From an optimization exercise on the open Yosys and OpenROAD flow, aimed at small area; shortcuts taken in it are not production practice. In this exercise RTL edits were held to simulation tests only and were not proved equivalent to the original. The clock port is modelled as an ideal driver; clocking choices that lean on that would not hold on a real chip. Power figures rest on the tool's default switching activity, not on a simulated workload.

## watch
module watch
(
	input mclk,
	input b0,
	input b1,
	input b2,
	input reset,
	output [6:0] segMin1,
	output [6:0] segMin2,
	output [6:0] segSec1,
	output [6:0] segSec2,
	output [6:0] segmil1,
	output [6:0] segmil2,
	output [3:0] led
);
Settings: LEC_CHECK=0, CAP_MARGIN=20, CORE_MARGIN=2, CORE_UTILIZATION=40, SLEW_MARGIN=20; clock period 12.0 ns.
standard.sh (not shown) runs the stock make flow with config.mk's settings and CLKGATE_MAP_FILE= SYNTH_SCRIPT=/design/flow/synth_recipe.tcl, a recipe that flattens the netlist after the stock synthesis.
==> flow/flow/run.sh <==
#!/bin/bash
# The standard layout, with these changes:
#  - the combinational logic of the standard synthesis is mapped again by ABC
#    for area (the standard synthesis maps it for delay at a 12 ps target),
#    with several ABC runs (in two rounds) of which the smallest result is
#    kept; every flip-flop of the standard synthesis is kept as it is, by
#    name and cell type;
#  - the smallest buffer (buf_1) on every input and output port;
#  - a clock tree of clkbuf_4 cells without dummy loads, where a buffer whose
#    flip-flops would see a slow clock edge becomes a clkbuf_8 (clk_fix.tcl).
set -euo pipefail
PORTBUF="BUFFER_PORTS_ARGS=-buffer_cell sky130_fd_sc_hd__buf_1"
CTS="CTS_ARGS=-sink_clustering_enable -repair_clock_nets -dont_use_dummy_load -buf_list sky130_fd_sc_hd__clkbuf_4 -sink_clustering_size 8"
CLKFIX="POST_CTS_TCL=$PWD/flow/clk_fix.tcl"
R=orfs/results/sky130hd/watch/base
LIB=$FLOW_HOME/platforms/sky130hd/lib/sky130_fd_sc_hd__tt_025C_1v80.lib

bash standard.sh "$PORTBUF" synth > standard_synth.log 2>&1

python3 flow/mkmodels.py $LIB cells_comb.v dont_use.txt > mkmodels.log 2>&1
cp $R/1_2_yosys.v 1_2_yosys_standard.v

remap() {  # remap NAME ABC-SCRIPT INPUT-NETLIST
  cat > remap_$1.ys <<EOS
read_verilog cells_comb.v
read_liberty -lib -ignore_redef $LIB
read_verilog $3
hierarchy -top $FLOW_TOP
flatten
opt_clean -purge
techmap
opt -fast
abc -script $2 -liberty $LIB $(cat dont_use.txt)
opt_clean -purge
stat -liberty $LIB
write_verilog -noattr -noexpr remap_$1.v
EOS
  yosys -l remap_$1.log -s remap_$1.ys > /dev/null 2>&1 || true
}

pick() {  # pick PREFIX: the smallest remap_PREFIX*.v so far
  best=""; bestarea=""
  for log in remap_$1*.log; do
    n=${log#remap_}; n=${n%.log}
    a=$(grep "Chip area" $log | tail -1 | awk '{print $NF}')
    [[ -n "$a" && -s remap_$n.v ]] || continue
    echo "$n $a" >> remap_areas.txt
    if [[ -z "$best" ]] || python3 -c "import sys; sys.exit(0 if $a < $bestarea else 1)"; then best=$n; bestarea=$a; fi
  done
}

# round 1: from the standard synthesis
for S in $(seq 1 40); do
  printf 'strash\n&get -n\n&deepsyn -T 30 -S %d\n&put\nstrash\ndc2\ndch -f\namap\n' $S > abc_deep$S.script
done
printf 'strash\ndch -f\namap\n' > abc_amap.script
remap r1amap abc_amap.script 1_2_yosys_standard.v &
for S in $(seq 1 23); do
  remap r1deep$S abc_deep$S.script 1_2_yosys_standard.v &
  if (( S % 4 == 3 )); then wait; fi
done
wait
pick r1
echo "round 1: $best $bestarea" >> remap_areas.txt
cp remap_$best.v round1_best.v

for round in 2 3; do
  for S in $(seq 1 8); do
    remap r${round}deep$S abc_deep$((S + 8 * round)).script round$((round - 1))_best.v &
    if (( S % 4 == 0 )); then wait; fi
  done
  wait
  pick r
  echo "round $round: $best $bestarea" >> remap_areas.txt
  cp remap_$best.v round${round}_best.v
done
echo "chosen: $best $bestarea" >> remap_areas.txt
cp remap_$best.v $R/1_2_yosys.v
touch $R/1_2_yosys.v

bash standard.sh "$PORTBUF" "$CTS" "$CLKFIX" finish > standard_finish.log 2>&1
Other scripts of this flow, unchanged in this note and not shown: flow/flow/clk_fix.tcl, flow/flow/mkmodels.py
Change:
- GPL_TIMING_DRIVEN: not set -> 0
Outcome:
- The new run went through all stages and came out clean
- fmax went down by a few percent
- flip-flop and latch count stays the same
- clock skew stays flat
- via count is higher slightly
- area after synthesis stays the same
- global-route usage goes up by 0.99 points
Change:
- CAP_MARGIN: 20 -> 5
- GPL_TIMING_DRIVEN: 0 -> not set
- SLEW_MARGIN: 20 -> 5
=> The changed run went through all stages and came out clean. Routed wire length shrinks by 1.1%. Global-route usage fell by 0.99 points. Cell area stays flat. Area after synthesis does not change. First-iteration DRC count increases by 51%. Worst setup slack improved by 0.36 ns. Sequential cell count is unchanged. Clock-buffer cell count does not change. Cell count does not change. Fmax increases by 6.5%.
Change:
--- a/flow/flow/run.sh
+++ b/flow/flow/run.sh
@@ -53,3 +52,0 @@
-for S in $(seq 1 40); do
-  printf 'strash\n&get -n\n&deepsyn -T 30 -S %d\n&put\nstrash\ndc2\ndch -f\namap\n' $S > abc_deep$S.script
-done
@@ -58 +55,2 @@
-for S in $(seq 1 23); do
+for S in $(seq 1 15); do
+  printf 'strash\n&get -n\n&deepsyn -T 30 -S %d\n&put\nstrash\ndc2\ndch -f\namap\n' $S > abc_deep$S.script
@@ -67,9 +65,4 @@
-for round in 2 3; do
-  for S in $(seq 1 8); do
-    remap r${round}deep$S abc_deep$((S + 8 * round)).script round$((round - 1))_best.v &
-    if (( S % 4 == 0 )); then wait; fi
-  done
-  wait
-  pick r
-  echo "round $round: $best $bestarea" >> remap_areas.txt
-  cp remap_$best.v round${round}_best.v
+# round 2: again from the best of round 1
+for S in $(seq 1 8); do
+  remap r2deep$S abc_deep$S.script round1_best.v &
+  if (( S % 4 == 0 )); then wait; fi
@@ -76,0 +70,2 @@
+wait
+pick r
- CAP_MARGIN: 5 -> 20
- SLEW_MARGIN: 5 -> 20
Result: Sequential share of layout area went up by 0.27 points. Via count went up slightly. Non-clock buffer count went down by 2. Core utilization went down by 0.24 points. Worst hold slack is about the same. Global-route usage went up by 0.32 points. Setup slack gets worse by 0.58 ns. Power went down slightly. Synthesized cell count went down slightly.

-- port drivers added, routing unchanged --
Ports are ideal in the flow. The routed layouts listed here were re-timed in OpenROAD. Step 1 (the two cells are an assumption about what drives the block):
set clk [get_ports {mclk}]
set_driving_cell -lib_cell sky130_fd_sc_hd__clkbuf_16 $clk
set_driving_cell -lib_cell sky130_fd_sc_hd__buf_2 [delete_from_list [all_inputs] $clk]
Step 2 times the ports against the registers' clock, not the clock port: input delays grow and output delays shrink by t, the midpoint of the rising clock arrivals with the driver on. Slacks: ideal ports / drivers / drivers and shift; pairs: ideal ports / drivers.
run	t, ns	setup WS [ns]	worst setup path at the end
the first run	0.360	6.362 / 6.332 / 6.693	register to output
the second run	0.366	5.997 / 5.965 / 6.331	register to output
the third run	0.360	6.362 / 6.332 / 6.693	register to output
the fourth run	0.362	5.780 / 5.751 / 6.113	register to output
After both steps setup and hold are still met in every run listed.
